This design comes from an exercise in tuning for small area, a short achievable clock period and few clock cycles on the open sky130 flow, not from production work.
In this exercise RTL edits were held to simulation tests only and were not proved equivalent to the original.
No activity file was given, so power comes from the tool's default toggle rates.

File: flow/run.sh
#!/bin/bash
# synth_recipe.tcl (not shown) runs the flow's synth.tcl, then flattens the netlist and writes it again
# the make line also repeats each setting of config.mk as NAME=value (left out here)
make -C /OpenROAD-flow-scripts/flow DESIGN_CONFIG=/design/flow/config.mk WORK_HOME=/design/flow/orfs CLKGATE_MAP_FILE= SYNTH_SCRIPT=/design/flow/synth_recipe.tcl finish
File: flow/config.mk
export PLATFORM = sky130hd
export DESIGN_NAME = MISP
export DESIGN_NICKNAME = MISP
export VERILOG_FILES = /design/flow/design.v
export SDC_FILE = /design/flow/constraint.sdc
export NUM_CORES = 4
export LEC_CHECK = 0
export CAP_MARGIN = 20
export CORE_MARGIN = 2
export CORE_UTILIZATION = 40
export PLACE_DENSITY = 0.5
export SETUP_SLACK_MARGIN = 3.6
export SLEW_MARGIN = 20
export SYNTH_HIERARCHICAL = 1
File: flow/constraint.sdc
create_clock -name core_clock -period 7.0 [get_ports {clk}]
set_input_delay 1.4000 -clock core_clock [delete_from_list [all_inputs] [get_ports {clk}]]
set_output_delay 1.4000 -clock core_clock [all_outputs]
set_load 0.01 [all_outputs]
File: flow/design.v
module alu32 (
    input  [31:0] a,
    input  [31:0] b,
    input         sub,       
    input         r_add, r_logic, r_slt, r_sltu, r_shift,
    input  [1:0]  lop,       
    input         sh_left, sh_arith,
    output        eq,        
    output [31:0] y
);
    wire [31:0] bx = b ^ {32{sub}};
    wire [33:0] s34 = {1'b0, a, 1'b1} + {1'b0, bx, sub};
    wire [31:0] sum = s34[32:1];
    wire borrow = ~s34[33];                  
    wire lt_s = borrow ^ a[31] ^ b[31];      
    wire [31:0] x_and = a & b;
    wire [31:0] x_or  = a | b;
    wire [31:0] x_xor = a ^ b;
    reg  [31:0] lg;
    always @(*) begin
        case (lop)
            2'd0: lg = x_and;
            2'd1: lg = x_or;
            2'd2: lg = x_xor;
            default: lg = ~x_or;
        endcase
    end
    assign eq = (a == b);
    wire fill = sh_arith & b[31];
    wire big = |a[31:5];
    reg [31:0] x [0:5];
    integer k, i, s;
    always @(*) begin
        x[0] = b;
        for (k = 0; k < 5; k = k + 1) begin
            s = 1 << k;
            for (i = 0; i < 32; i = i + 1) begin
                if (!a[k])
                    x[k+1][i] = x[k][i];
                else if (sh_left)
                    x[k+1][i] = (i >= s) ? x[k][i-s] : 1'b0;
                else
                    x[k+1][i] = (i + s < 32) ? x[k][i+s] : fill;
            end
        end
    end
    wire [31:0] sh = big ? {32{fill}} : x[5];
    assign y = ({32{r_add}}   & sum)
             | ({32{r_logic}} & lg)
             | ({32{r_shift}} & sh)
             | {31'd0, (r_slt & lt_s) | (r_sltu & borrow)};
endmodule
module rf_aoi222 (input a1, a2, b1, b2, c1, c2, output y);
    assign y = ~((a1 & a2) | (b1 & b2) | (c1 & c2));
endmodule
module rf_nand2 (input a, b, output y);
    assign y = ~(a & b);
endmodule
module rf_nand3 (input a, b, c, output y);
    assign y = ~(a & b & c);
endmodule
module rf_nand4 (input a, b, c, d, output y);
    assign y = ~(a & b & c & d);
endmodule
module rf_or3 (input a, b, c, output y);
    assign y = a | b | c;
endmodule
module rf_rbit (input [30:0] d, input [30:0] s, output y);
    wire [10:0] t;
    genvar g;
    generate
        for (g = 0; g < 10; g = g + 1) begin : g_aoi
            rf_aoi222 u (.a1(d[3*g]), .a2(s[3*g]), .b1(d[3*g+1]), .b2(s[3*g+1]),
                         .c1(d[3*g+2]), .c2(s[3*g+2]), .y(t[g]));
        end
    endgenerate
    rf_nand2 u_n2 (.a(d[30]), .b(s[30]), .y(t[10]));
    wire u0, u1, u2;
    rf_nand4 u_a (.a(t[0]), .b(t[1]), .c(t[2]), .d(t[3]), .y(u0));
    rf_nand4 u_b (.a(t[4]), .b(t[5]), .c(t[6]), .d(t[7]), .y(u1));
    rf_nand3 u_c (.a(t[8]), .b(t[9]), .c(t[10]), .y(u2));
    rf_or3   u_o (.a(u0), .b(u1), .c(u2), .y(y));
endmodule
module registerfile32 (
    input         clk,
    input         reset,
    input         we,
    input  [4:0]  wa,
    input  [31:0] wd,
    input  [4:0]  ra1,
    input  [4:0]  ra2,
    output [31:0] rd1,
    output [31:0] rd2
);
    reg [31:0] r [1:31];
    wire [31:0] wdg = reset ? 32'd0 : wd;
    wire [30:0] s1, s2;
    genvar i, j;
    generate
        for (i = 1; i < 32; i = i + 1) begin : g_reg
            wire en = reset | (we & (wa == i));
            always @(posedge clk)
                if (en) r[i] <= wdg;
            assign s1[i-1] = (ra1 == i);
            assign s2[i-1] = (ra2 == i);
        end
        for (j = 0; j < 32; j = j + 1) begin : g_bit
            wire [30:0] d;
            for (i = 1; i < 32; i = i + 1) begin : g_d
                assign d[i-1] = r[i][j];
            end
            rf_rbit u1 (.d(d), .s(s1), .y(rd1[j]));
            rf_rbit u2 (.d(d), .s(s2), .y(rd2[j]));
        end
    endgenerate
endmodule
module MISP(
    input           clk,
    input           reset,
    output [31:0]   imem_addr,
    input  [31:0]   imem_data,
    output [31:0]   dmem_addr,
    output [31:0]   dmem_wdata,
    output          dmem_we,
    output          dmem_re,
    input  [31:0]   dmem_rdata
);
    reg  [9:0]  pc;
    reg         pend;        
    reg  [9:0]  boff;        
    wire        stall;       
    wire [31:0] ins = imem_data;
    wire [5:0]  op  = ins[31:26];
    wire [5:0]  fn  = ins[5:0];
    wire [4:0]  rs  = ins[25:21];
    wire [4:0]  rt  = ins[20:16];
    wire [4:0]  rd  = ins[15:11];
    wire [15:0] imm = ins[15:0];
    wire [9:0]  pc_add = pc + (pend ? boff : 10'd1);
    wire        is_j   = (op == 6'b000010);
    wire [9:0]  pc_nxt = stall ? pc : (is_j & ~pend) ? ins[9:0] : pc_add;
    wire is_r   = (op == 6'b000000);
    wire is_ia  = (op[5:3] == 3'b001);
    wire is_lw  = (op == 6'b100011);
    wire is_sw  = (op == 6'b101011);
    wire is_beq = (op == 6'b000100);
    wire is_bne = (op == 6'b000101);
    wire is_lui = (op == 6'b001111);
    wire is_csh = is_r & (fn[5:2] == 4'b0000);       
    wire [4:0] d_wa  = is_r ? rd : rt;
    wire       d_wen = (is_r | is_ia | is_lw) & (d_wa != 5'd0);
    wire       d_sub    = is_r ? (fn[5] & fn[1] & ~fn[2]) : is_ia & (op[2:1] == 2'b01);
    wire       d_radd   = is_r ? (fn[5:2] == 4'b1000) : (is_lw | is_sw | is_lui | (is_ia & (op[2:1] == 2'b00)));
    wire       d_rlogic = is_r ? (fn[5:2] == 4'b1001) : is_ia & (op[2:1] != 2'b01) & (op[2] & ~(op[1] & op[0]));
    wire [1:0] d_lop    = is_r ? fn[1:0] : op[1:0];
    wire       d_rslt   = is_r ? (fn == 6'b101010) : is_ia & (op[2:0] == 3'b010);
    wire       d_rsltu  = is_r ? (fn == 6'b101011) : is_ia & (op[2:0] == 3'b011);
    wire       d_rshift = is_r & ~fn[5];
    wire       uses_rt  = is_r | is_sw | is_beq | is_bne;
    wire       use_imm  = ~(is_r | is_beq | is_bne);
    reg [31:0] e_a, e_b, e_aux;      
    reg [4:0]  e_wa;
    reg        e_wen, e_load, e_store, e_beq, e_bne;
    reg        e_sub, e_radd, e_rlogic, e_rslt, e_rsltu, e_rshift;
    reg [1:0]  e_lop;
    reg        e_shleft, e_sharith;
    wire [31:0] e_y;
    wire        e_eq;
    alu32 alu (
        .a(e_a), .b(e_b), .sub(e_sub),
        .r_add(e_radd), .r_logic(e_rlogic), .r_slt(e_rslt), .r_sltu(e_rsltu),
        .r_shift(e_rshift), .lop(e_lop),
        .sh_left(e_shleft), .sh_arith(e_sharith),
        .eq(e_eq), .y(e_y)
    );
    wire        e_taken = (e_beq & e_eq) | (e_bne & ~e_eq);
    assign stall = e_load & e_wen & ~is_j & ((e_wa == rs) | (uses_rt & (e_wa == rt)));
    reg [31:0] m_val, m_wd;
    reg [4:0]  m_wa;
    reg        m_wen, m_load, m_store;
    wire [31:0] m_res = m_load ? dmem_rdata : m_val;
    wire [31:0] rd1, rd2;
    registerfile32 rf (
        .clk(clk), .reset(reset),
        .we(m_wen), .wa(m_wa), .wd(m_res),
        .ra1(rs), .ra2(rt), .rd1(rd1), .rd2(rd2)
    );
    wire a_e  = e_wen & (e_wa == rs);
    wire a_m  = ~a_e & m_wen & (m_wa == rs);
    wire a_rf = ~a_e & ~a_m;
    wire b_e  = e_wen & (e_wa == rt);
    wire b_m  = ~b_e & m_wen & (m_wa == rt);
    wire b_rf = ~b_e & ~b_m;
    wire a_reg = ~(is_csh | is_lui);     
    wire [31:0] d_rs = ({32{a_e}} & e_y) | ({32{a_m}} & m_res) | ({32{a_rf}} & rd1);
    wire [31:0] d_rt = ({32{b_e}} & e_y) | ({32{b_m}} & m_res) | ({32{b_rf}} & rd2);
    wire [31:0] immx = is_lui ? {imm, 16'd0} : {{16{imm[15]}}, imm};
    wire [31:0] d_a   = a_reg ? d_rs : {27'd0, ins[10:6] & {5{is_csh}}};
    wire [31:0] d_b   = use_imm ? immx : d_rt;
    wire [31:0] d_aux = is_sw ? d_rt : {16'd0, imm};
    wire        bub = reset | stall;
    always @(posedge clk) begin
        pc   <= reset ? 10'd0 : pc_nxt;
        pend <= ~reset & (stall ? pend : e_taken);
        if (~pend) boff <= e_aux[9:0] - 10'd1;
        m_val   <= e_y;
        m_wd    <= e_aux;
        m_wa    <= e_wa;
        m_wen   <= ~reset & e_wen;
        m_load  <= ~reset & e_load;
        m_store <= ~reset & e_store;
        e_a   <= d_a;
        e_b   <= d_b;
        e_aux <= d_aux;
        e_wa  <= d_wa;
        e_wen   <= ~bub & d_wen;
        e_load  <= ~bub & is_lw;
        e_store <= ~bub & is_sw;
        e_beq   <= ~bub & is_beq;
        e_bne   <= ~bub & is_bne;
        e_sub     <= d_sub;
        e_radd    <= d_radd;
        e_rlogic  <= d_rlogic;
        e_lop     <= d_lop;
        e_rslt    <= d_rslt;
        e_rsltu   <= d_rsltu;
        e_rshift  <= d_rshift;
        e_shleft  <= ~fn[1];
        e_sharith <= fn[0];
    end
    assign imem_addr  = {20'd0, pc, 2'b00};
    assign dmem_addr  = m_val;
    assign dmem_wdata = m_wd;
    assign dmem_we    = m_store;
    assign dmem_re    = m_load;
endmodule
==> summary.md, run 1 <==
| Metric | Value |
|---|---|
| Area grow syn2layout | 25.98% |
| Final net count | 4992 |
| Avg Inst Size Synth | 13.17 um2 |
| CORE AREA | 139200 um2 |
| Drt first pass iters | 12 |
| Row count | 137 |
| Reg2Reg Setup Slack | roughly 3200 ps |
| Tightest Hold Check Type | flop to flop |
| Placer Congestion | 0.9851 |
| Synth Instances | 4253 |
| CP Capture Type | flop |
| Slew @ Worst Pin | 1141 ps |
| Outcome | timing/DRC/antenna clean |
| Worst hold stages | 0 |
| Worst-path clk slew | about 60 ps |
| CP Cell Sequence | buf_6, buf_12, nand2b_4, buf_12, buf_6, nor3_4, buf_12, buf_12, a222oi_1, nand4_1, or3_4, mux2i_1, o21ai_1, mux2_2 |
| Initial Util | 40.25% |
| Mean number of vias per cell | between 7 and 8 |
| Worst r2r src | e_sub |
| Crit start category | input port |
| Asr flop ratio synth | 0% |
| Maximum number of pins on one net before global-route repair | 68 |
| Clock Sinks | 1201 |
| Most Frequent Cell on Critical Path | buf_12 |
| Hold Startpoint | e_aux[30] |
| Max frequency | 259.2 MHz |
| Design Area, Final | 70580 um2 |
| CP required | 7680 ps |
| Overall overflow remaining after global route | 0 |
| P_leak | 0.02552 uW |
| # DRC | 0 |
| Fin util | 50.71% |
| Register Area | 34120 um2 |
| Routed wire length | 274500 um |
| Commonest non-fill, non-tap cells in the layout | edfxtp_1 (1002), a222oi_1 (643), buf_4 (315) |
| R2r endpoint | e_b[27] |
| Headroom to the max-slew limit | approximately a quarter |
| Tot GR Track Use | 37.21% |
| Critical path class | input port to flop |
| Layout cell share with drive strength beyond 1 | 23.43% |
| Clk_skew | 35.87 ps |
| Peak VDD IR | 201.2 uV |
| Post-DP HPWL | 175000 um |
| Sequential share of the synthesized area | 60.82% |
| FF-to-FF path depth | 15 |
| Slew Limit Fails | 0 |
| Ys flop type | edfxtp_1 |
| First-pass GRT wire length | 368100 um |
| Die Height | 378.2 um |
| Fin crit period | 3858 ps |
| RSZ-0062 raised after global routing | yes |
| Crit path max fanout | 8 |
| Placed instance area | 61400 um2 |
| Vias in the first global route | 44470 |
| Total Neg Setup Slack | 0 ps |
| Final Hold Viols | 0 |
| Clock Latency Late Sink | 810 ps |
| Critical Path Max Stage Delay | 680 ps |
| Netlist cell types | 87 |
| CTS Buffer Depth | 3 |
| WL per Instance | roughly 40 um |
| H-tree lvl count | 4 |
| PortBufs | approximately 140 |
| Flops & latches, synth | 1201 |
| Final count of negative-setup-slack endpoints | 0 |
| Synth warn | 11 |
| Max-cap violations | 0 |
| Vias | roughly 48000 |
| Netlist Area Pre-Place | around 56000 um2 |
| P per Cell Area | 264.9 nW/um2 |
| DR iter-0 viols | about 9900 |
| Commonest non-fill, non-tap cell in the layout | edfxtp_1 |
| IO Count | 164 |
| Antenna violations before repair | 21 |
| Post-synth EDFFs | approximately 1000 |
| Root buffer cell | clkbuf_16 |
| Cts-stage hold buffer count | 0 |
| Die ar. | 143100 um2 |
| CP max-delay cell | nand4_1 |
| Num CTS Buffers | around 140 |
| Die width | about 380 um |
| Antenna viol nets, final | 0 |
| Tcrit/Tclk final | between 50% and 60% |
| CTS tree | yes |
| Hold Path Sink | m_wd[30] |
| Fill cell count | between 10000 and 15000 |
| WP data arrival | 4540 ps |
| Area taken by multi-input logic gates | between 20000 and 25000 um2 |
[cell usage after synthesis, types with 10 or more instances]
library cell  count  area, um2
a211o_1          11      96.34
a222oi_1        643       6436
xor2_1           56      490.5
mux2i_1         115       1151
ha_1            107       1339
nor2_1          177      664.4
nand2b_1         50      312.8
or3_1            77      481.7
buf_2            25      125.1
xnor2_1          31      271.5
o31ai_1          12      90.09
a21o_1           38      285.3
a22o_1           22      192.7
mux4_2           24      540.5
nor3_1           46      230.2
a21oi_1         147      735.7
a22oi_1          11      82.58
nand4_1         136      850.8
o21ai_0         108      540.5
nor4_1           19      118.9
dfxtp_1         199       3984
o211ai_1         53      397.9
buf_1            19      71.32
nor2b_1          61      381.6
buf_4            30      225.2
o21ai_1          71      355.3
a211oi_1         38      285.3
inv_1           117      439.2
nand2_1         293       1100
edfxtp_1       1002      30090
nand3_1          95      475.5
mux2_2           70      788.3
clkbuf_1        118      442.9
o21bai_1         23      172.7
a221o_1          21      210.2
a31oi_1          19      118.9
o22ai_1          10      62.56
and2_1           18      112.6
[where the power goes]
part | switching [uW] | internal [uW]
registers | 378 | 8230
clock network | 3020 | 3810
logic | 2100 | 1150
[modules after synthesis, one instance, submodules excluded, a selection]
module / cells inside / cell area (um2) / copies in the design / flops+latches
rf_or3: 1 / 6.256 / 64 / 0
alu32: 1281 / 8516 / 1 / 0
registerfile32: 1173 / 30850 / 1 / 992
rf_nand3: 1 / 5.005 / 64 / 0
rf_aoi222: 1 / 10.01 / 640 / 0
rf_nand4: 1 / 6.256 / 128 / 0
MISP: 839 / 8494 / 1 / 209
rf_nand2: 1 / 3.754 / 64 / 0
[registers in the layout, indices dropped and copies added (netlist names), 10 cells and up]
signal and count:
pc 10, m_val 32, m_wd 32, rf.r 992
boff 10, e_a 32, e_b 32, e_aux 32
[worst max-delay path by stage]
stage                        startpoint   endpoint  slack (ps)
after detailed placement  imem_data[20]  e_aux[27]        1360
after CTS                         e_sub   e_aux[0]        3170
after global routing              e_sub    e_b[27]        3070
final                     imem_data[19]   e_aux[6]        3140
after floorplan           imem_data[20]    e_b[30]        3580
after global placement    imem_data[17]    e_b[13]        1230
[critical path, delay by kind of cell]
| family | cells | cell delay (ps) |
|---|---|---|
| multiplexers | 2 | 460 |
| buffers and inverters | 6 | 750 |
| AND/OR/NAND/NOR | 4 | 1500 |
| AO/OA/AOI/OAI | 2 | 390 |
[stage by stage]
step	total power [uW]	setup slack, ps	hold slack, ps	std cells
floorplan	10080	3581	309.6	4274
CTS	18500	3173	331.2	6729
finish	18690	3142	333.0	6806
global placement	11390	1231	310.7	6277
global route	19160	3072	349.5	6802
detailed placement	11380	1363	312.1	6280
[kinds of logic after synthesis]
kind of cell,count (synthesis),synth area share (%)
AOI/OAI and AO/OA,1302,19.17
DFF,1201,60.82
and+or+nand+nor,1021,9.175
buffers and inverters,318,2.481
muxes,215,4.567
adders and majority gates,108,2.425
xor gates and xnor gates,87,1.360
other,1,0.006694
[layout make-up]
cell class,instances,share of cell area (%)
diodes,5,0.01773
inverters,119,0.6488
well taps,1876,3.326
multi-input cells,2767,32.74
repair buffers,594,8.981
clock buffers,179,5.152
clock inverters,65,0.7924
flip-flops and latches,1201,48.34
[repair_timing]
action,CTS,global route
setup endpoints to repair,144,116
gates cloned,24,5
buffers inserted,181,67
hold endpoints to repair,0,0
pin swaps,168,110
resized for setup,401,127
[per-layer routing]
layer / vias to the layer above / GRT usage (%) / wire (um) / part of all wire [%]
li1: 19330 / - / - / -
met1: 23880 / 44.95 / 96510 / 35
met2: 3747 / 57.75 / 122600 / 45
met3: 800 / 10.12 / 32020 / 12
met4: 16 / 25.97 / 23240 / 8.5
met5: - / 0 / 99 / 0.036
Testbench counts, summed over its fixed seeds: cycles 410,342.
==> inputs of run 2 (changes only) <==
--- a/flow/config.mk
+++ b/flow/config.mk
@@ -9,6 +9,6 @@
 export CORE_MARGIN = 2
 export CORE_UTILIZATION = 40
 export PLACE_DENSITY = 0.5
-export SETUP_SLACK_MARGIN = 3.6
+export SETUP_SLACK_MARGIN = 4.0
 export SLEW_MARGIN = 20
 export SYNTH_HIERARCHICAL = 1
==> run 2 against run 1 <==
  * Still clean
  * Non-clock buffer count is 71 higher
  * Largest power group unchanged
  * Largest cell class unchanged
  * First-iteration DRC count is 7.4% higher
  * Sequential power hardly changed
  * Combinational power hardly changed
  * Critical endpoint is now e_aux[0]
  * Total power is 0.59% higher
  * Utilization is 0.75 points higher
==> summary.md, run 2 <==
| Metric | Value |
|---|---|
| Outcome | timing/DRC/antenna clean (unchanged) |
| CTS Buffer Depth | 3 (unchanged) |
| Fill cell count | 12010 (was 12070) |
| Antenna viol nets, final | 0 (unchanged) |
| R2r endpoint | e_aux[0] (was e_b[27]) |
| Asr flop ratio synth | 0% (unchanged) |
| Antenna violations before repair | 21 (unchanged) |
| Final count of negative-setup-slack endpoints | 0 (unchanged) |
| Max FFs per register | 992 (unchanged) |
| Routed wire length | 272600 um (was 274500 um) |
| Flops & latches, synth | 1201 (unchanged) |
| CP Launch Point | e_sub (was imem_data[19]) |
| CP Capture Type | flop (unchanged) |
| Tcrit/Tclk final | 54.19% (was 55.12%) |
| P per Cell Area | 262.6 nW/um2 (was 264.9 nW/um2) |
| Yosys top cell area share | 53.71% (unchanged) |
| WL per Instance | 39.57 um (was 40.33 um) |
| Sequential share of the synthesized area | 60.82% (unchanged) |
| Synth top area cells | edfxtp_1 (54%), a222oi_1 (11%), dfxtp_1 (7.1%) (unchanged) |
| Synth Instances | 4253 (unchanged) |
| Fin crit period | 3793 ps (was 3858 ps) |
| Clock Sinks | 1201 (unchanged) |
| FF-to-FF path depth | 15 (unchanged) |
| CTS tree | yes (unchanged) |
| First-pass GRT wire length | 365200 um (was 368100 um) |
| Slew Limit Fails | 0 (unchanged) |
| Tot GR Track Use | 36.89% (was 37.21%) |
| RSZ-0062 raised after global routing | yes (unchanged) |
| Row count | 137 (unchanged) |
| Root buffer cell | clkbuf_16 (unchanged) |
| Clk_skew | 23.37 ps (was 35.87 ps) |
| Commonest non-fill, non-tap cells in the layout | edfxtp_1 (1002), a222oi_1 (643), buf_4 (330) (was edfxtp_1 (1002), a222oi_1 (643), buf_4 (315)) |
| Die width | 378.2 um (unchanged) |
| CP max-delay cell | mux2i_2 (was nand4_1) |
| Worst r2r src | e_sub (unchanged) |
| Reg2Reg Setup Slack | 3210 ps (was 3150 ps) |
| Most frequent cell after synthesis | edfxtp_1 (unchanged) |
| Vias | 48410 (was 47770) |
| Peak VDD IR | 204.5 uV (was 201.2 uV) |
| CP Cell Sequence | buf_12, xor2_1, ha_2, o211ai_1, o21a_1, a211o_1, a31oi_4, a21oi_4, a211oi_4, o211ai_1, mux2i_2, nand3_4, nand2_2, o21ai_2, mux2_4 (was buf_6, buf_12, nand2b_4, buf_12, buf_6, nor3_4, buf_12, buf_12, a222oi_1, nand4_1, or3_4, mux2i_1, o21ai_1, mux2_2) |
| Max-cap violations | 0 (unchanged) |
| Layout cell share with drive strength beyond 1 | 25.02% (was 23.43%) |
| PortBufs | 141 (unchanged) |
| Commonest non-fill, non-tap cell in the layout | edfxtp_1 (unchanged) |
| P_leak | 0.02626 uW (was 0.02552 uW) |
| Crit path max fanout | 14 (was 8) |
| Overall overflow remaining after global route | 0 (unchanged) |
| CORE AREA | 139200 um2 (unchanged) |
| Ys flop type | edfxtp_1 (unchanged) |
| Placer Congestion | 1.002 (was 0.9851) |
| Vias in the first global route | 44320 (was 44470) |
| CP required | 7650 ps (was 7680 ps) |
| Area grow syn2layout | 27.84% (was 25.98%) |
| Critical path class | flop to flop (was input port to flop) |
| # DRC | 0 (unchanged) |
| Mean number of vias per cell | 7.025 (was 7.019) |
| Commonest cells post-synth | edfxtp_1 (1002), a222oi_1 (643), nand2_1 (293) (unchanged) |
| Maximum number of pins on one net before global-route repair | 64 (was 68) |
| Largest area contributor in the netlist | edfxtp_1 (unchanged) |
| IO Count | 164 (unchanged) |
| Critical Path Sink | e_aux[0] (was e_aux[6]) |
| Initial Util | 40.25% (unchanged) |
| Avg Inst Size Synth | 13.17 um2 (unchanged) |
| Crit start category | flop (was input port) |
| Tightest Hold Check Type | flop to flop (unchanged) |
| Post-synth EDFFs | 1002 (unchanged) |
| Slew @ Worst Pin | 1179 ps (was 1141 ps) |
| Num CTS Buffers | 134 (was 135) |
| WP data arrival | 4440 ps (was 4540 ps) |
| Die ar. | 143100 um2 (unchanged) |
| Clock Latency Late Sink | 780 ps (was 810 ps) |
| Post-DP HPWL | 169100 um (was 175000 um) |
| Fin util | 51.46% (was 50.71%) |
| Most Frequent Cell on Critical Path | o211ai_1 (was buf_12) |
| H-tree lvl count | 4 (unchanged) |
| Most flops, register | rf.r (unchanged) |
| DR iter-0 viols | 10590 (was 9860) |
| Synth warn | 11 (unchanged) |
| Worst-path clk slew | 60 ps (about the same) |
| Headroom to the max-slew limit | 21.17% (was 23.80%) |
| Final net count | 5063 (was 4992) |
| Netlist cell types | 87 (unchanged) |
| Die Height | 378.2 um (unchanged) |
| Max frequency | 263.6 MHz (was 259.2 MHz) |
| Critical Path Max Stage Delay | 440 ps (was 680 ps) |
| Netlist Area Pre-Place | 56020 um2 (unchanged) |
| Drt first pass iters | 13 (was 12) |
| Total Neg Setup Slack | 0 ps (unchanged) |
| Final Hold Viols | 0 (unchanged) |
[run 2: how the worst min path moves through the flow]
stage	start	end	slack [ps]	cells past startpoint
floorplan	e_aux[10]	m_wd[10]	310	0
detailed placement	e_aux[25]	m_wd[25]	310	0
CTS	e_aux[25]	m_wd[25]	330	0
global placement	e_aux[21]	m_wd[21]	310	0
global route	e_aux[25]	m_wd[25]	330	0
finish	e_aux[12]	m_wd[12]	330	0
[run 2: Yosys stat by module, one instance, submodules excluded, a selection]
module | flip-flops and latches | cell area (um2) | cells
MISP | 209 | 8494 | 839
alu32 | 0 | 8516 | 1281
registerfile32 | 992 | 30850 | 1173
rf_aoi222 | 0 | 10.01 | 1
rf_nand2 | 0 | 3.754 | 1
rf_nand3 | 0 | 5.005 | 1
rf_nand4 | 0 | 6.256 | 1
rf_or3 | 0 | 6.256 | 1
[run 2: where the power goes]
part           switching [uW]  internal (uW)
Combinational            2060           1210
Clock                    2960           3970
Sequential                375           8230
Total                    5390          13400
[run 2: cell families after synthesis]
kind of cell	count (synthesis)	share of synthesized area (%)
AO/OA/AOI/OAI	1302	19.17
XOR/XNOR	87	1.360
adder cells (fa/ha/maj)	108	2.425
buffers and inverters	318	2.481
flip-flops	1201	60.82
multiplexers	215	4.567
other	1	0.006694
AND/OR/NAND/NOR	1021	9.175
[run 2: repair_timing]
item / in CTS / in global routing
endpoints found under the setup margin: 222 / 136
buffers inserted: 249 / 87
hold buffers: 0 / 0
gates resized for setup: 590 / 155
pin swaps: 243 / 132
cloned: 27 / 3
[run 2: layout make-up]
class / count / area (um2) / share of cell area, %
antenna: 25 / 62.56 / 0.08735
clock buffer: 176 / 3593 / 5.017
clock inverter: 60 / 656.9 / 0.9171
inverter: 119 / 451.7 / 0.6306
multi-input combinational: 2768 / 23300 / 32.53
sequential: 1201 / 34150 / 47.68
tap: 1876 / 2347 / 3.277
timing repair buffer: 665 / 7058 / 9.854
[run 2: per-stage QoR]
step                      std cells  cell area (um2)  total power, uW  setup WS, ps  hold slack, ps
after floorplan                4274            56790            10090          3679           309.6
after global placement         6261            61230            11260          1197           313.0
after detailed placement       6263            61270            11260          1164           312.8
after CTS                      6775            70110            18560          3212           325.9
after global routing           6878            71590            19300          3147           328.4
final                          6890            71620            18810          3207           326.2
[run 2: critical path: cells and delay by family (launching register included)]
family                     cells  cell delay, ps
AOI/OAI and AO/OA              8            1500
xor gates and xnor gates       1             200
adders and majority gates      1             380
buffers and inverters          1             160
DFF                            1             360
muxes                          2             730
and+or+nand+nor                2             290
[run 2: layer usage]
metal | vias to the layer above | part of all wire [%] | wire length (um) | track usage, %
met2 | 3904 | 42 | 114100 | 53.04
li1 | 19500 | - | - | -
met1 | 24260 | 37 | 100800 | 48.30
met3 | 733 | 13 | 36590 | 11.03
met5 | - | 0.023 | 64 | 0
met4 | 10 | 7.7 | 21070 | 23.84
==> inputs of run 3 (changes only) <==
--- a/flow/design.v
+++ b/flow/design.v
@@ -1,3 +1,12 @@
+module ao21x32 (input [31:0] a, input [31:0] b, input [31:0] c, output [31:0] y);
+    assign y = (a & b) | c;
+endmodule
+module add32 (input [31:0] a, input [31:0] b, input sub, output [31:0] sum, output borrow);
+    wire [31:0] bx = b ^ {32{sub}};
+    wire [33:0] s34 = {1'b0, a, 1'b1} + {1'b0, bx, sub};
+    assign sum = s34[32:1];
+    assign borrow = ~s34[33];
+endmodule
 module alu32 (
     input  [31:0] a,
     input  [31:0] b,
@@ -8,10 +17,9 @@
     output        eq,        
     output [31:0] y
 );
-    wire [31:0] bx = b ^ {32{sub}};
-    wire [33:0] s34 = {1'b0, a, 1'b1} + {1'b0, bx, sub};
-    wire [31:0] sum = s34[32:1];
-    wire borrow = ~s34[33];                  
+    wire [31:0] sum;
+    wire borrow;                             
+    add32 u_add (.a(a), .b(b), .sub(sub), .sum(sum), .borrow(borrow));
     wire lt_s = borrow ^ a[31] ^ b[31];      
     wire [31:0] x_and = a & b;
     wire [31:0] x_or  = a | b;
@@ -45,10 +53,10 @@
         end
     end
     wire [31:0] sh = big ? {32{fill}} : x[5];
-    assign y = ({32{r_add}}   & sum)
-             | ({32{r_logic}} & lg)
-             | ({32{r_shift}} & sh)
-             | {31'd0, (r_slt & lt_s) | (r_sltu & borrow)};
+    wire [31:0] other = ({32{r_logic}} & lg) | ({32{r_shift}} & sh);
+    wire [31:0] y_hi;
+    ao21x32 u_y (.a(sum), .b({32{r_add}}), .c(other), .y(y_hi));
+    assign y = {y_hi[31:1], y_hi[0] | (r_slt & lt_s) | (r_sltu & borrow)};
 endmodule
 module rf_aoi222 (input a1, a2, b1, b2, c1, c2, output y);
     assign y = ~((a1 & a2) | (b1 & b2) | (c1 & c2));
@@ -192,12 +200,19 @@
     wire b_m  = ~b_e & m_wen & (m_wa == rt);
     wire b_rf = ~b_e & ~b_m;
     wire a_reg = ~(is_csh | is_lui);     
-    wire [31:0] d_rs = ({32{a_e}} & e_y) | ({32{a_m}} & m_res) | ({32{a_rf}} & rd1);
-    wire [31:0] d_rt = ({32{b_e}} & e_y) | ({32{b_m}} & m_res) | ({32{b_rf}} & rd2);
     wire [31:0] immx = is_lui ? {imm, 16'd0} : {{16{imm[15]}}, imm};
-    wire [31:0] d_a   = a_reg ? d_rs : {27'd0, ins[10:6] & {5{is_csh}}};
-    wire [31:0] d_b   = use_imm ? immx : d_rt;
-    wire [31:0] d_aux = is_sw ? d_rt : {16'd0, imm};
+    wire        a_es = a_reg & a_e;
+    wire        b_es = ~use_imm & b_e;
+    wire        x_es = is_sw & b_e;
+    wire [31:0] m_rs = ({32{a_m}} & m_res) | ({32{a_rf}} & rd1);
+    wire [31:0] m_rt = ({32{b_m}} & m_res) | ({32{b_rf}} & rd2);
+    wire [31:0] a_rest = a_reg ? m_rs : {27'd0, ins[10:6] & {5{is_csh}}};
+    wire [31:0] b_rest = use_imm ? immx : m_rt;
+    wire [31:0] x_rest = is_sw ? m_rt : {16'd0, imm};
+    wire [31:0] d_a, d_b, d_aux;
+    ao21x32 u_ba (.a(e_y), .b({32{a_es}}), .c(a_rest), .y(d_a));
+    ao21x32 u_bb (.a(e_y), .b({32{b_es}}), .c(b_rest), .y(d_b));
+    ao21x32 u_bx (.a(e_y), .b({32{x_es}}), .c(x_rest), .y(d_aux));
     wire        bub = reset | stall;
     always @(posedge clk) begin
         pc   <= reset ? 10'd0 : pc_nxt;
--- a/flow/config.mk
+++ b/flow/config.mk
@@ -9,6 +9,6 @@
 export CORE_MARGIN = 2
 export CORE_UTILIZATION = 40
 export PLACE_DENSITY = 0.5
-export SETUP_SLACK_MARGIN = 4.0
+export SETUP_SLACK_MARGIN = 3.6
 export SLEW_MARGIN = 20
 export SYNTH_HIERARCHICAL = 1
==> run 3 against run 2 <==
  * Final cell count rose by 0.36%
  * Worst setup slack improved by 140 ps
  * Total power increased by 0.91%
  * Critical path depth is 3 lower
  * Still clean on timing, DRC and antenna
  * Combinational power up 5%
  * Synthesized area up 1.9%
  * Count of clock-buffer cells in the layout is 7 lower
==> summary.md, run 3 <==
| Metric | Value |
|---|---|
| Flops & latches, synth | 1201 (unchanged) |
| Sequential share of the synthesized area | 59.66% (was 60.82%) |
| Die ar. | 145800 um2 (was 143100 um2) |
| Worst r2r src | e_sub (unchanged) |
| Vias | 49460 (was 48410) |
| Slew Limit Fails | 0 (unchanged) |
| Vias in the first global route | 45500 (was 44320) |
| Most flops, register | rf.r (unchanged) |
| CP required | 7650 ps (about the same) |
| Commonest non-fill, non-tap cell in the layout | edfxtp_1 (unchanged) |
| Routed wire length | 289500 um (was 272600 um) |
| Critical path class | input port to flop (was flop to flop) |
| Overall overflow remaining after global route | 0 (unchanged) |
| Max frequency | 273.4 MHz (was 263.6 MHz) |
| Max-cap violations | 0 (unchanged) |
| Most frequent cell after synthesis | edfxtp_1 (unchanged) |
| Worst-path clk slew | 50 ps (was 60 ps) |
| Final count of negative-setup-slack endpoints | 0 (unchanged) |
| Clock Sinks | 1201 (unchanged) |
| Drt first pass iters | 12 (was 13) |
| Avg Inst Size Synth | 13.03 um2 (was 13.17 um2) |
| P_leak | 0.02625 uW (was 0.02626 uW) |
| Ys flop type | edfxtp_1 (unchanged) |
| CP Capture Type | flop (unchanged) |
| Crit start category | input port (was flop) |
| Root buffer cell | clkbuf_16 (unchanged) |
| Crit path max fanout | 6 (was 14) |
| Final net count | 5079 (was 5063) |
| Commonest cells post-synth | edfxtp_1 (1002), a222oi_1 (641), nand2_1 (243) (was edfxtp_1 (1002), a222oi_1 (643), nand2_1 (293)) |
| Layout cell share with drive strength beyond 1 | 21.33% (was 25.02%) |
| Design Area, Final | 70900 um2 (was 71620 um2) |
| Slew @ Worst Pin | 1224 ps (was 1179 ps) |
| P per Cell Area | 267.6 nW/um2 (was 262.6 nW/um2) |
| Area grow syn2layout | 24.15% (was 27.84%) |
| Netlist cell types | 99 (was 87) |
| Reg2Reg Setup Slack | 3440 ps (was 3210 ps) |
| Num CTS Buffers | 136 (was 134) |
| Headroom to the max-slew limit | 18.43% (was 21.17%) |
| Tightest Hold Check Type | flop to flop (unchanged) |
| Die width | 381.9 um (was 378.2 um) |
| Post-DP HPWL | 182900 um (was 169100 um) |
| Tcrit/Tclk final | 52.26% (was 54.19%) |
| IO Count | 164 (unchanged) |
| CTS Buffer Depth | 3 (unchanged) |
| Max FFs per register | 992 (unchanged) |
| Maximum number of pins on one net before global-route repair | 71 (was 64) |
| Peak VDD IR | 210.4 uV (was 204.5 uV) |
| Row count | 138 (was 137) |
| Largest area contributor in the netlist | edfxtp_1 (unchanged) |
| Tot GR Track Use | 37.92% (was 36.89%) |
| Yosys top cell area share | 52.68% (was 53.71%) |
| Outcome | timing/DRC/antenna clean (unchanged) |
| Clk_skew | 29.97 ps (was 23.37 ps) |
| Antenna violations before repair | 29 (was 21) |
| WP data arrival | 4310 ps (was 4440 ps) |
| RSZ-0062 raised after global routing | yes (unchanged) |
| Critical Path Sink | e_aux[20] (was e_aux[0]) |
| Initial Util | 40.34% (was 40.25%) |
| CTS tree | yes (unchanged) |
| Placed instance area | 62040 um2 (was 61270 um2) |
| DR iter-0 viols | 10880 (was 10590) |
| WL per Instance | 41.87 um (was 39.57 um) |
| Post-synth EDFFs | 1002 (unchanged) |
| Synth warn | 11 (unchanged) |
| First-pass GRT wire length | 384400 um (was 365200 um) |
| Clock Latency Late Sink | 810 ps (was 780 ps) |
| Cts-stage hold buffer count | 0 (unchanged) |
| Total Neg Setup Slack | 0 ps (unchanged) |
| Synth Instances | 4384 (was 4253) |
| Fin crit period | 3658 ps (was 3793 ps) |
| Antenna viol nets, final | 0 (unchanged) |
| R2r endpoint | e_b[0] (was e_aux[0]) |
| # DRC | 0 (unchanged) |
| Final Hold Viols | 0 (unchanged) |
| CORE AREA | 141600 um2 (was 139200 um2) |
| PortBufs | 141 (unchanged) |
| Netlist Area Pre-Place | 57110 um2 (was 56020 um2) |
| Mean number of vias per cell | 7.153 (was 7.025) |
| Commonest non-fill, non-tap cells in the layout | edfxtp_1 (1002), a222oi_1 (641), buf_4 (301) (was edfxtp_1 (1002), a222oi_1 (643), buf_4 (330)) |
| Die Height | 381.9 um (was 378.2 um) |
| CP Launch Point | imem_data[18] (was e_sub) |
| FF-to-FF path depth | 12 (was 15) |
| H-tree lvl count | 4 (unchanged) |
| Placer Congestion | 1.024 (was 1.002) |
| Synth top area cells | edfxtp_1 (53%), a222oi_1 (11%), dfxtp_1 (7.0%) (was edfxtp_1 (54%), a222oi_1 (11%), dfxtp_1 (7.1%)) |
| Asr flop ratio synth | 0% (unchanged) |
-- run 3: critical path: stages --
cell and delay [ps]:
buf_6 70, buf_8 130, nand2b_4 180, buf_6 140, nor2_4 50, buf_12 140, a222oi_1 390, nand4_1 640
or3_1 600, mux2i_1 190, nor2_1 90, a21o_1 230
-- run 3: timing repair --
item | in CTS | in global routing
pin swaps | 129 | 114
cloned | 30 | 12
setup endpoints to repair | 142 | 103
setup buffers | 116 | 106
resized for setup | 352 | 160
-- run 3: area by class of cell --
type	instances	area, um2
diodes	13	32.53
clock buffers	169	3567
clock inverters	75	671.9
fillers	12420	70680
inverters	99	377.9
multi-input cells	2920	23930
flip-flops and latches	1201	34130
well taps	1890	2365
repair buffers	548	5834
-- run 3: per-layer routing --
metal / GRT usage, % / vias up / part of all wire, %
li1: - / 19910 / -
met1: 46.40 / 24830 / 35
met2: 59.26 / 3851 / 45
met3: 9.195 / 864 / 11
met4: 25.89 / 10 / 8.6
met5: 0 / - / 0.022
-- run 3: kinds of logic (layout without fill, tap and decap cells) --
family | count (synthesis) | in the layout | share of synthesized area (%)
mux | 207 | 207 | 4.114
fa+ha+maj | 107 | 107 | 2.357
other cells | 1 | 35 | 0.006566
xor+xnor | 92 | 92 | 1.411
simple gates | 1040 | 1059 | 9.226
buf+inv | 303 | 891 | 2.596
flops | 1201 | 1201 | 59.66
compound gates | 1433 | 1433 | 20.63
-- run 3: worst min-delay path by stage --
stage               depth (start not counted)  slack, ps       end       from
floorplan                                   0        310  m_wd[10]  e_aux[10]
global placement                            0        310  m_wd[21]  e_aux[21]
detailed placement                          0        320  m_wd[21]  e_aux[21]
CTS                                         0        330  m_wd[21]  e_aux[21]
global route                                0        330  m_wd[20]  e_aux[20]
finish                                      0        320  m_wd[21]  e_aux[21]
-- run 3: where the power goes --
group,total [uW],switching [uW],internal (uW)
sequential,8600,369,8230
combinational,3420,2310,1110
clock,6960,3150,3820
-- run 3: modules after synthesis (local to each module, per instance), excerpt --
module / copies in the design / area (um2) / flops+latches / cells inside
rf_nand2: 64 / 3.754 / 0 / 1
MISP: 1 / 7799 / 209 / 747
registerfile32: 1 / 30850 / 992 / 1173
rf_nand3: 64 / 5.005 / 0 / 1
rf_or3: 64 / 6.256 / 0 / 1
rf_aoi222: 640 / 10.01 / 0 / 1
rf_nand4: 128 / 6.256 / 0 / 1
alu32: 1 / 7177 / 0 / 1065
add32: 1 / 2161 / 0 / 311
ao21x32: 4 / 240.2 / 0 / 32
-- run 3: through the flow --
stage | hold WS [ps] | worst slack [ps] | utilization (%) | power, uW | cells
after global routing | 330.7 | 3378 | 50.06 | 19410 | 6906
after CTS | 327.3 | 3386 | 48.84 | 18760 | 6784
after floorplan | 309.6 | 3607 | - | 10190 | 4405
final | 324.6 | 3342 | 50.08 | 18980 | 6915
after global placement | 311.3 | 1387 | 43.77 | 11600 | 6392
after detailed placement | 315.4 | 1337 | 43.82 | 11590 | 6394
Testbench counts of run 3, summed over its fixed seeds: cycles 410,342.
==> inputs of run 4 (changes only) <==
--- a/flow/design.v
+++ b/flow/design.v
@@ -70,10 +70,10 @@
 module rf_nand4 (input a, b, c, d, output y);
     assign y = ~(a & b & c & d);
 endmodule
-module rf_or3 (input a, b, c, output y);
-    assign y = a | b | c;
-endmodule
-module rf_rbit (input [30:0] d, input [30:0] s, output y);
+module rf_nor3 (input a, b, c, output y);
+    assign y = ~(a | b | c);
+endmodule
+module rf_rbit (input [30:0] d, input [30:0] s, output yn);
     wire [10:0] t;
     genvar g;
     generate
@@ -87,7 +87,7 @@
     rf_nand4 u_a (.a(t[0]), .b(t[1]), .c(t[2]), .d(t[3]), .y(u0));
     rf_nand4 u_b (.a(t[4]), .b(t[5]), .c(t[6]), .d(t[7]), .y(u1));
     rf_nand3 u_c (.a(t[8]), .b(t[9]), .c(t[10]), .y(u2));
-    rf_or3   u_o (.a(u0), .b(u1), .c(u2), .y(y));
+    rf_nor3  u_o (.a(u0), .b(u1), .c(u2), .y(yn));
 endmodule
 module registerfile32 (
     input         clk,
@@ -97,8 +97,8 @@
     input  [31:0] wd,
     input  [4:0]  ra1,
     input  [4:0]  ra2,
-    output [31:0] rd1,
-    output [31:0] rd2
+    output [31:0] rd1n,      
+    output [31:0] rd2n
 );
     reg [31:0] r [1:31];
     wire [31:0] wdg = reset ? 32'd0 : wd;
@@ -117,8 +117,8 @@
             for (i = 1; i < 32; i = i + 1) begin : g_d
                 assign d[i-1] = r[i][j];
             end
-            rf_rbit u1 (.d(d), .s(s1), .y(rd1[j]));
-            rf_rbit u2 (.d(d), .s(s2), .y(rd2[j]));
+            rf_rbit u1 (.d(d), .s(s1), .yn(rd1n[j]));
+            rf_rbit u2 (.d(d), .s(s2), .yn(rd2n[j]));
         end
     endgenerate
 endmodule
@@ -134,19 +134,23 @@
     input  [31:0]   dmem_rdata
 );
     reg  [9:0]  pc;
-    reg         pend;        
-    reg  [9:0]  boff;        
+    reg  [31:0] f_ins;       
+    reg         f_v;         
     wire        stall;       
-    wire [31:0] ins = imem_data;
+    wire        e_taken;
+    reg  [31:0] e_aux;
+    wire        f_j    = (imem_data[31:26] == 6'b000010);
+    wire [9:0]  pc_seq = pc + 10'd1;
+    wire [9:0]  pc_br  = pc + e_aux[9:0];
+    wire [9:0]  pc_nxt = e_taken ? pc_br : stall ? pc : f_j ? imem_data[9:0] : pc_seq;
+    wire [31:0] ins = f_ins;
     wire [5:0]  op  = ins[31:26];
     wire [5:0]  fn  = ins[5:0];
     wire [4:0]  rs  = ins[25:21];
     wire [4:0]  rt  = ins[20:16];
     wire [4:0]  rd  = ins[15:11];
     wire [15:0] imm = ins[15:0];
-    wire [9:0]  pc_add = pc + (pend ? boff : 10'd1);
-    wire        is_j   = (op == 6'b000010);
-    wire [9:0]  pc_nxt = stall ? pc : (is_j & ~pend) ? ins[9:0] : pc_add;
+    wire        is_j = (op == 6'b000010);
     wire is_r   = (op == 6'b000000);
     wire is_ia  = (op[5:3] == 3'b001);
     wire is_lw  = (op == 6'b100011);
@@ -166,7 +170,7 @@
     wire       d_rshift = is_r & ~fn[5];
     wire       uses_rt  = is_r | is_sw | is_beq | is_bne;
     wire       use_imm  = ~(is_r | is_beq | is_bne);
-    reg [31:0] e_a, e_b, e_aux;      
+    reg [31:0] e_a, e_b;             
     reg [4:0]  e_wa;
     reg        e_wen, e_load, e_store, e_beq, e_bne;
     reg        e_sub, e_radd, e_rlogic, e_rslt, e_rsltu, e_rshift;
@@ -181,17 +185,19 @@
         .sh_left(e_shleft), .sh_arith(e_sharith),
         .eq(e_eq), .y(e_y)
     );
-    wire        e_taken = (e_beq & e_eq) | (e_bne & ~e_eq);
+    assign      e_taken = (e_beq & e_eq) | (e_bne & ~e_eq);
     assign stall = e_load & e_wen & ~is_j & ((e_wa == rs) | (uses_rt & (e_wa == rt)));
     reg [31:0] m_val, m_wd;
     reg [4:0]  m_wa;
     reg        m_wen, m_load, m_store;
     wire [31:0] m_res = m_load ? dmem_rdata : m_val;
-    wire [31:0] rd1, rd2;
+    wire [31:0] rd1n, rd2n;
+    wire [31:0] rd1 = ~rd1n;
+    wire [31:0] rd2 = ~rd2n;
     registerfile32 rf (
         .clk(clk), .reset(reset),
         .we(m_wen), .wa(m_wa), .wd(m_res),
-        .ra1(rs), .ra2(rt), .rd1(rd1), .rd2(rd2)
+        .ra1(rs), .ra2(rt), .rd1n(rd1n), .rd2n(rd2n)
     );
     wire a_e  = e_wen & (e_wa == rs);
     wire a_m  = ~a_e & m_wen & (m_wa == rs);
@@ -208,16 +214,18 @@
     wire [31:0] m_rt = ({32{b_m}} & m_res) | ({32{b_rf}} & rd2);
     wire [31:0] a_rest = a_reg ? m_rs : {27'd0, ins[10:6] & {5{is_csh}}};
     wire [31:0] b_rest = use_imm ? immx : m_rt;
-    wire [31:0] x_rest = is_sw ? m_rt : {16'd0, imm};
+    wire [31:0] x_rest = is_sw ? m_rt : {22'd0, imm[9:0] - 10'd1};
     wire [31:0] d_a, d_b, d_aux;
     ao21x32 u_ba (.a(e_y), .b({32{a_es}}), .c(a_rest), .y(d_a));
     ao21x32 u_bb (.a(e_y), .b({32{b_es}}), .c(b_rest), .y(d_b));
     ao21x32 u_bx (.a(e_y), .b({32{x_es}}), .c(x_rest), .y(d_aux));
-    wire        bub = reset | stall;
+    wire        bub = reset | stall | ~f_v;
     always @(posedge clk) begin
         pc   <= reset ? 10'd0 : pc_nxt;
-        pend <= ~reset & (stall ? pend : e_taken);
-        if (~pend) boff <= e_aux[9:0] - 10'd1;
+        if (~stall | reset) begin
+            f_ins <= imem_data;
+            f_v   <= ~reset;
+        end
         m_val   <= e_y;
         m_wd    <= e_aux;
         m_wa    <= e_wa;
--- a/flow/config.mk
+++ b/flow/config.mk
@@ -9,6 +9,6 @@
 export CORE_MARGIN = 2
 export CORE_UTILIZATION = 40
 export PLACE_DENSITY = 0.5
-export SETUP_SLACK_MARGIN = 3.6
+export SETUP_SLACK_MARGIN = 4.0
 export SLEW_MARGIN = 20
 export SYNTH_HIERARCHICAL = 1
==> run 4 against run 3 <==
  * Critical path type is now flop to flop
  * Sequential power rose by 2%
  * Largest power group unchanged
  * Final cell count up 1.5%
  * The layout now fails its checks (antenna rules)
  * Clock skew up 7.7 ps
  * Sequential share of layout area fell by 0.54 points
  * Worst setup slack lost 53 ps
  * Final area grew 3.4%
  * Flip-flop and latch count increased by 22
  * Combinational power about the same
  * Utilization rose by 0.33 points
  * Critical path depth is the same
==> summary.md, run 4 <==
| Metric | Value |
|---|---|
| Commonest non-fill, non-tap cells in the layout | edfxtp_1 (1025), a222oi_1 (641), buf_4 (270) (was edfxtp_1 (1002), a222oi_1 (641), buf_4 (301)) |
| Area grow syn2layout | 25.35% (was 24.15%) |
| Max-cap violations | 0 (unchanged) |
| Design Area, Final | 73290 um2 (was 70900 um2) |
| Max FFs per register | 992 (unchanged) |
| Clock Sinks | 1223 (was 1201) |
| P per Cell Area | 261.9 nW/um2 (was 267.6 nW/um2) |
| Clock Latency Late Sink | 780 ps (was 810 ps) |
| Flops & latches, synth | 1223 (was 1201) |
| Slew Limit Fails | 0 (unchanged) |
| Max frequency | 269.5 MHz (was 273.4 MHz) |
| H-tree lvl count | 4 (unchanged) |
| Final Hold Viols | 0 (unchanged) |
| Post-synth EDFFs | 1025 (was 1002) |
| Ys flop type | edfxtp_1 (unchanged) |
| Vias in the first global route | 46500 (was 45500) |
| CP required | 7680 ps (was 7650 ps) |
| GRT busiest layer | met2 (unchanged) |
| Worst-path clk slew | 60 ps (was 50 ps) |
| Routed wire length | 278500 um (was 289500 um) |
| Sw Share | 29.06% (was 30.69%) |
| Crit start category | flop (was input port) |
| CTS tree | yes (unchanged) |
| Netlist cell types | 109 (was 99) |
| Overall overflow remaining after global route | 0 (unchanged) |
| Clk_skew | 37.68 ps (was 29.97 ps) |
| Vias | 50060 (was 49460) |
| Synth Instances | 4448 (was 4384) |
| Slew @ Worst Pin | 1148 ps (was 1224 ps) |
| Largest area contributor in the netlist | edfxtp_1 (unchanged) |
| DR iter-0 viols | 10480 (was 10880) |
| PortBufs | 141 (unchanged) |
| Placer Congestion | 1.043 (was 1.024) |
| Maximum number of pins on one net before global-route repair | 88 (was 71) |
| Comb pwr share | 17.7% (was 18.0%) |
| Crit path max fanout | 7 (was 6) |
| Netlist Area Pre-Place | 58470 um2 (was 57110 um2) |
| Initial Util | 40.22% (was 40.34%) |
| Sw power | 5580 uW (was 5824 uW) |
| Dpl cells | 6484 (was 6394) |
| Clock power share | 36.5% (was 36.7%) |
| # DRC | 0 (unchanged) |
| Antenna violations before repair | 10 (was 29) |
| Root buffer cell | clkbuf_16 (unchanged) |
| Fin crit period | 3711 ps (was 3658 ps) |
| Synth warn | 11 (unchanged) |
| Row count | 140 (was 138) |
| P_leak | 0.02757 uW (was 0.02625 uW) |
| Tcrit/Tclk final | 53.02% (was 52.26%) |
| Outcome | complete, but fails checks (was timing/DRC/antenna clean) |
| Asr flop ratio synth | 0% (unchanged) |
| Final Instance Count excl. Fillers | 7022 (was 6915) |
| SO Faults | antenna rules |
| Antenna viol nets, final | 1 (was 0) |
| Die ar. | 149300 um2 (was 145800 um2) |
| Placed instance area | 63380 um2 (was 62040 um2) |
| CP Capture Type | flop (unchanged) |
| Die width | 386.3 um (was 381.9 um) |
| Critical path class | flop to flop (was input port to flop) |
| M1 GR Usage | 48.02% (was 46.40%) |
| Most flops, register | rf.r (unchanged) |
| IO Count | 164 (unchanged) |
| Final net count | 5167 (was 5079) |
| Flop pwr share | 45.7% (was 45.3%) |
| Tot GR Track Use | 35.12% (was 37.92%) |
| WL per Instance | 39.66 um (was 41.87 um) |
| Peak VDD IR | 201.7 uV (was 210.4 uV) |
| Total Neg Setup Slack | 0 ps (unchanged) |
| Num CTS Buffers | 135 (was 136) |
| Die Height | 386.3 um (was 381.9 um) |
| Synth top area cells | edfxtp_1 (53%), a222oi_1 (11%), dfxtp_1 (6.8%) (was edfxtp_1 (53%), a222oi_1 (11%), dfxtp_1 (7.0%)) |
| Final count of negative-setup-slack endpoints | 0 (unchanged) |
| Headroom to the max-slew limit | 23.19% (was 18.43%) |
| CTS Buffer Depth | 3 (unchanged) |
| Post-DP HPWL | 172700 um (was 182900 um) |
| GRT met2 Usage | 53.45% (was 59.26%) |
| Yosys top cell area share | 52.64% (was 52.68%) |
| Commonest cells post-synth | edfxtp_1 (1025), a222oi_1 (641), nand2_1 (231) (was edfxtp_1 (1002), a222oi_1 (641), nand2_1 (243)) |
| WP data arrival | 4390 ps (was 4310 ps) |
| Avg Inst Size Synth | 13.15 um2 (was 13.03 um2) |
| Design internal power | 13620 uW (was 13150 uW) |
| Fin util | 50.41% (was 50.08%) |
| Drt first pass iters | 14 (was 12) |
| Tightest Hold Check Type | flop to flop (unchanged) |
| CORE AREA | 145400 um2 (was 141600 um2) |
| Sequential share of the synthesized area | 59.42% (was 59.66%) |
| First-pass GRT wire length | 368400 um (was 384400 um) |
| Met3 GRT Util | 8.864% (was 9.195%) |
| RSZ-0062 raised after global routing | yes (unchanged) |
| Most frequent cell after synthesis | edfxtp_1 (unchanged) |
| Commonest non-fill, non-tap cell in the layout | edfxtp_1 (unchanged) |
| Layout cell share with drive strength beyond 1 | 24.50% (was 21.33%) |
| Mean number of vias per cell | 7.129 (was 7.153) |
[run 4: cell types whose count changed in the layout (fill, tap and decap cells not counted), sizes merged, moves of 34 or more]
cell and delta:
or3 -62, nor3 +60, clkdlybuf4s50 -59, o21ai -34, inv +42, dlygate4sd2 +70
[run 4: final cells by class]
class	count	area [um2]
inverter	149	569.3
antenna	12	30.03
multi-input combinational	2900	24780
fill	12640	72100
clock inverter	60	559.3
timing repair buffer	582	6342
tap	1917	2399
sequential	1223	34880
clock buffer	179	3741
[run 4: power by group through the flow]
stage               Combinational (uW)  Clock, uW  Sequential [uW]
global route                      3530       7360             8810
CTS                               2980       7080             8750
floorplan                         1670          0             8720
finish                            3410       7010             8780
detailed placement                2700          0             8930
global placement                  2710          0             8920
[run 4: path summary, 6_finish.rpt]
path	startpoint	endpoint	slack, ps	cells after the start
max	f_ins[16]	e_b[24]	3290	12
max reg2reg	f_ins[16]	e_b[24]	3290	12
min reg2reg	e_aux[26]	m_wd[26]	330	0
min	e_aux[26]	m_wd[26]	330	0
[run 4: critical path: stages (launching register included)]
cell and delay (ps):
edfxtp_1 390, buf_12 180, buf_12 170, buf_6 120, nor3_4 50, buf_12 150, a222oi_1 510, nand4_1 720
nor3_4 470, inv_1 70, mux2_4 280, a221o_1 360, a21o_1 150
[run 4: logic make-up after synthesis]
family / Yosys count / share of synthesized area (%)
xor gates and xnor gates: 102 / 1.528
buffers and inverters: 349 / 2.777
adders and majority gates: 110 / 2.367
other: 1 / 0.006413
DFF: 1223 / 59.42
muxes: 204 / 4.001
AOI/OAI and AO/OA: 1424 / 20.39
and+or+nand+nor: 1035 / 9.509
[run 4: routing by layer]
metal	wire length [um]	vias to the layer above
li1	-	20140
met1	107900	25530
met2	122700	3723
met3	35030	667
met4	12740	4
met5	31	-
[run 4: modules after synthesis (local to each module, per instance), excerpt]
module | cell area [um2] | copies in the design | cells
registerfile32 | 30850 | 1 | 1173
MISP | 8920 | 1 | 811
alu32 | 7177 | 1 | 1065
add32 | 2161 | 1 | 311
ao21x32 | 240.2 | 4 | 32
rf_aoi222 | 10.01 | 640 | 1
rf_nor3 | 10.01 | 64 | 1
rf_nand4 | 6.256 | 128 | 1
rf_nand3 | 5.005 | 64 | 1
rf_nand2 | 3.754 | 64 | 1
[run 4: timing repair]
item                                    in CTS  in global routing
gates cloned                                 9                 27
hold endpoints to repair                     0                  0
gates resized for setup                    432                318
hold buffers                                 0                  0
pin swaps                                  129                234
endpoints found under the setup margin     645                181
buffers inserted                           119                132
[run 4: metrics by stage]
stage,hold WS (ps),setup slack [ps],power (uW)
floorplan,309.6,3930,10390
global placement,312.8,2493,11630
detailed placement,313.6,2496,11630
CTS,327.1,3474,18810
global route,330.8,3328,19690
finish,325.6,3289,19200
Testbench counts of run 4, summed over its fixed seeds: cycles 410,726.
==> inputs of run 5 (changes only) <==
--- a/flow/design.v
+++ b/flow/design.v
@@ -1,11 +1,43 @@
 module ao21x32 (input [31:0] a, input [31:0] b, input [31:0] c, output [31:0] y);
     assign y = (a & b) | c;
 endmodule
+module xor32 (input [31:0] a, input [31:0] b, output [31:0] y);
+    assign y = a ^ b;
+endmodule
+module and32 (input [31:0] a, input [31:0] b, output [31:0] y);
+    assign y = a & b;
+endmodule
+module ks32 (input [31:0] g, input [31:0] p, input ci, output [32:0] c);
+    reg [31:0] G [0:5];
+    reg [31:0] P [0:5];
+    integer k, i;
+    always @(*) begin
+        G[0] = g;
+        P[0] = p;
+        G[0][0] = g[0] | (p[0] & ci);
+        for (k = 0; k < 5; k = k + 1) begin
+            for (i = 0; i < 32; i = i + 1) begin
+                if (i >= (1 << k)) begin
+                    G[k+1][i] = G[k][i] | (P[k][i] & G[k][i - (1 << k)]);
+                    P[k+1][i] = P[k][i] & P[k][i - (1 << k)];
+                end else begin
+                    G[k+1][i] = G[k][i];
+                    P[k+1][i] = P[k][i];
+                end
+            end
+        end
+    end
+    assign c = {G[5], ci};
+endmodule
 module add32 (input [31:0] a, input [31:0] b, input sub, output [31:0] sum, output borrow);
-    wire [31:0] bx = b ^ {32{sub}};
-    wire [33:0] s34 = {1'b0, a, 1'b1} + {1'b0, bx, sub};
-    assign sum = s34[32:1];
-    assign borrow = ~s34[33];
+    wire [31:0] bx, t, g;
+    wire [32:0] c;
+    xor32 u_bx (.a(b), .b({32{sub}}), .y(bx));
+    xor32 u_t  (.a(a), .b(bx), .y(t));
+    and32 u_g  (.a(a), .b(bx), .y(g));
+    ks32  u_c  (.g(g), .p(t), .ci(sub), .c(c));
+    xor32 u_s  (.a(t), .b(c[31:0]), .y(sum));
+    assign borrow = ~c[32];
 endmodule
 module alu32 (
     input  [31:0] a,
==> run 5 against run 4 <==
  * Total power up 0.34%
  * Worst hold slack about the same
  * Maximum frequency up 0.79%
  * Now clean on timing, DRC and antenna
  * Flip-flop and latch count unchanged
  * Highest routed layer is now met4
==> summary.md, run 5 <==
| Metric | Value |
|---|---|
| Outcome | timing/DRC/antenna clean (was complete, but fails checks) |
| Cts-stage hold buffer count | 0 (unchanged) |
| Drt first pass iters | 22 (was 14) |
| Max frequency | 271.6 MHz (was 269.5 MHz) |
| CP Capture Type | flop (unchanged) |
| Pwr Total | 19260 uW (was 19200 uW) |
| # DRC | 0 (unchanged) |
| Routed length on met3 | 33090 um (was 35030 um) |
| Critical path class | flop to flop (unchanged) |
| Root buffer cell | clkbuf_16 (unchanged) |
| Tot GR Track Use | 34.43% (was 35.12%) |
| DR top layer | met4 (was met5) |
| CP required | 7670 ps (was 7680 ps) |
| Area grow syn2layout | 26.32% (was 25.35%) |
| Final Instance Count excl. Fillers | 6976 (was 7022) |
| CORE AREA | 143700 um2 (was 145400 um2) |
| Tightest Hold Check Type | flop to flop (unchanged) |
| Max FFs per register | 992 (unchanged) |
| H-tree lvl count | 4 (unchanged) |
| WL per Instance | 38.22 um (was 39.66 um) |
| Sequential share of the synthesized area | 59.98% (was 59.42%) |
| Hold WS | 325.6 ps (about the same) |
| Netlist cell types | 107 (was 109) |
| Final count of negative-setup-slack endpoints | 0 (unchanged) |
| Post-synth EDFFs | 1025 (unchanged) |
| Mean number of vias per cell | 6.990 (was 7.129) |
| Avg Inst Size Synth | 13.28 um2 (was 13.15 um2) |
| Fill cell count | 12410 (was 12640) |
| Crit path max fanout | 32 (was 7) |
| Slew @ Worst Pin | 1002 ps (was 1148 ps) |
| Antenna viol nets, final | 0 (was 1) |
| Row count | 139 (was 140) |
| Vias | 48760 (was 50060) |
| Synth Instances | 4361 (was 4448) |
| Largest area contributor in the netlist | edfxtp_1 (unchanged) |
| P per Cell Area | 263.3 nW/um2 (was 261.9 nW/um2) |
| RSZ-0062 raised after global routing | yes (unchanged) |
| Initial Util | 40.32% (was 40.22%) |
| Synth warn | 14 (was 11) |
| Final net count | 5104 (was 5167) |
| Commonest non-fill, non-tap cells in the layout | edfxtp_1 (1025), a222oi_1 (640), buf_4 (332) (was edfxtp_1 (1025), a222oi_1 (641), buf_4 (270)) |
| Max-cap violations | 0 (unchanged) |
| Placer Congestion | 0.9943 (was 1.043) |
| Die ar. | 147900 um2 (was 149300 um2) |
| Crit start category | flop (unchanged) |
| Synth Area in Simple Gates | 9.520% (was 9.509%) |
| IO Count | 164 (unchanged) |
| Layout cell share with drive strength beyond 1 | 26.28% (was 24.50%) |
| Clock Latency Late Sink | 790 ps (was 780 ps) |
| Metal2 WL | 116600 um (was 122700 um) |
| First-pass GRT wire length | 359200 um (was 368400 um) |
| Post-Synth XOR/XNOR Area | 2.147% (was 1.528%) |
| Post-DP HPWL | 165000 um (was 172700 um) |
| Final Hold Viols | 0 (unchanged) |
| Tcrit/Tclk final | 52.60% (was 53.02%) |
| Maximum number of pins on one net before global-route repair | 79 (was 88) |
| CTS tree | yes (unchanged) |
| Most flops, register | rf.r (unchanged) |
| Antenna violations before repair | 3 (was 10) |
| Routed wire length | 266600 um (was 278500 um) |
| Synth top area cells | edfxtp_1 (53%), a222oi_1 (11%), dfxtp_1 (6.8%) (unchanged) |
| Overall overflow remaining after global route | 0 (unchanged) |
| Clock Sinks | 1223 (unchanged) |
| Adder-cell area share of the yosys netlist | 1.698% (was 2.367%) |
| Commonest cells post-synth | edfxtp_1 (1025), a222oi_1 (640), nand2_1 (223) (was edfxtp_1 (1025), a222oi_1 (641), nand2_1 (231)) |
| Headroom to the max-slew limit | 33.18% (was 23.19%) |
| WP data arrival | 4350 ps (was 4390 ps) |
| CTS Buffer Depth | 3 (unchanged) |
| Total Neg Setup Slack | 0 ps (unchanged) |
| Clk_skew | 30.11 ps (was 37.68 ps) |
| P_leak | 0.02768 uW (was 0.02757 uW) |
| Slew Limit Fails | 0 (unchanged) |
| Flops & latches, synth | 1223 (unchanged) |
| Asr flop ratio synth | 0% (unchanged) |
| Num CTS Buffers | 137 (was 135) |
| Die width | 384.5 um (was 386.3 um) |
| Die Height | 384.5 um (was 386.3 um) |
| Commonest non-fill, non-tap cell in the layout | edfxtp_1 (unchanged) |
| DR iter-0 viols | 10300 (was 10480) |
| Netlist Area Pre-Place | 57920 um2 (was 58470 um2) |
| Vias in the first global route | 45910 (was 46500) |
| Ys flop type | edfxtp_1 (unchanged) |
| Worst-path clk slew | 60 ps (about the same) |
| Dpl cells | 6398 (was 6484) |
| Fin crit period | 3682 ps (was 3711 ps) |
| Peak VDD IR | 183.1 uV (was 201.7 uV) |
| Complex-gate fraction of the synthesized area | 20.51% (was 20.39%) |
| Mux cell area share after synthesis | 3.500% (was 4.001%) |
| Most frequent cell after synthesis | edfxtp_1 (unchanged) |
| Largest family of logic cells by synthesized area | compound AO/OA/AOI/OAI gates (unchanged) |
| Yosys top cell area share | 53.14% (was 52.64%) |
| Reg2Reg Setup Slack | 3320 ps (was 3290 ps) |
| PortBufs | 141 (unchanged) |
| Post-route met1 wirelength | 105000 um (was 107900 um) |
==> run 5: worst paths after layout <==
kind	startpoint	to	cells after the start
max	f_ins[16]	e_b[27]	13
min	e_aux[14]	m_wd[14]	0
max reg2reg	f_ins[16]	e_b[27]	13
min reg2reg	e_aux[14]	m_wd[14]	0
==> run 5: through the flow <==
stage / setup WS [ps] / cell area [um2] / utilization [%]
after global routing: 3369 / 73150 / 50.92
after detailed placement: 2805 / 62810 / 43.73
final: 3318 / 73160 / 50.93
after floorplan: 3952 / 58200 / -
after global placement: 2823 / 62800 / 43.72
after CTS: 3605 / 70740 / 49.24
==> run 5: critical path: stages (launching register included) <==
cell and delay, ps:
edfxtp_1 390, buf_12 140, buf_4 110, buf_8 120
buf_8 120, nor3_4 50, buf_12 180, a222oi_1 480
nand4_1 610, nor3_2 370, inv_2 100, mux2_4 300
a221o_1 360, a21o_1 190
==> run 5: power breakdown <==
part | total, uW | switching [uW] | internal (uW)
Clock | 7170 | 3050 | 4120
Sequential | 8750 | 375 | 8370
Combinational | 3340 | 2140 | 1210
==> run 5: repair_timing <==
item | in CTS | in global routing
endpoints found under the setup margin | 248 | 217
cloned | 15 | 10
pin swaps | 165 | 191
setup buffers | 180 | 121
gates resized for setup | 512 | 243
==> run 5: cells by family after synthesis <==
group                    after synthesis
other                                  1
multiplexers                         183
flip-flops                          1223
buffers and inverters                309
adder cells (fa/ha/maj)               78
AND/OR/NAND/NOR                     1022
XOR/XNOR                             142
AO/OA/AOI/OAI                       1403
==> run 5: cell type report <==
| cell class | count | area (um2) | share of cell area (%) |
|---|---|---|---|
| well taps | 1903 | 2381 | 3.254 |
| clock buffers | 170 | 3667 | 5.012 |
| inverters | 124 | 500.5 | 0.6841 |
| multi-input cells | 2853 | 24560 | 33.57 |
| clock inverters | 77 | 764.5 | 1.045 |
| repair buffers | 621 | 6325 | 8.645 |
| diodes | 5 | 12.51 | 0.01710 |
| flip-flops and latches | 1223 | 34950 | 47.77 |
==> run 5: modules after synthesis (local to each module, per instance), excerpt <==
module	flip-flops and latches	copies in the design	area [um2]	cells
add32	0	1	3.754	1
alu32	0	1	6920	1029
rf_nand4	0	128	6.256	1
MISP	231	1	8916	803
rf_aoi222	0	640	10.01	1
rf_nor3	0	64	10.01	1
ao21x32	0	4	240.2	32
ks32	0	1	824.5	139
==> run 5: per-layer routing <==
layer	vias up	global-route usage [%]
li1	19900	-
met3	563	9.872
met1	24820	46.78
met2	3485	51.61
met4	0	14.14
met5	-	0
Testbench counts of run 5, summed over its fixed seeds: cycles 410,726.

separate check: timing with driven ports:
No port has a modelled driver above. Below, the same layouts with a new extraction and two added sets of constraints.
Step 1: set_driving_cell puts a clkbuf_16 on clk and a buf_2 on each other input, an assumption about the parent block.
Step 2 adds t to the input delays and takes it off the output delays; t is the mean of the earliest and latest rising clock arrival at the registers after step 1. Input paths then give back, and output paths get back, about the clock's delay inside the block.
Three values: ideal, step 1, step 2; two values: the first two.
| run | t (ns) | setup slack, ns | hold slack, ns | worst register clock-pin slew, ns | cell pins on the clock port's net |
|---|---|---|---|---|---|
| run 1 | 0.863 | 3.142 / 3.147 / 2.314 | 0.333 / 0.333 / 0.333 | 0.06 / 0.06 | 1 |
| run 2 | 0.852 | 3.207 / 3.207 / 2.473 | 0.326 / 0.326 / 0.326 | 0.06 / 0.06 | 1 |
| run 3 | 0.877 | 3.342 / 3.187 / 2.310 | 0.325 / 0.325 / 0.325 | 0.07 / 0.07 | 1 |
| run 4 | 0.842 | 3.289 / 3.289 / 3.196 | 0.326 / 0.326 / 0.326 | 0.07 / 0.07 | 1 |
| run 5 | 0.859 | 3.318 / 3.318 / 3.318 | 0.326 / 0.326 / 0.326 | 0.06 / 0.06 | 1 |
For run 3, which loses most, drivers alone change the setup slack by -0.155 ns; drivers and shift together by -1.032 ns.
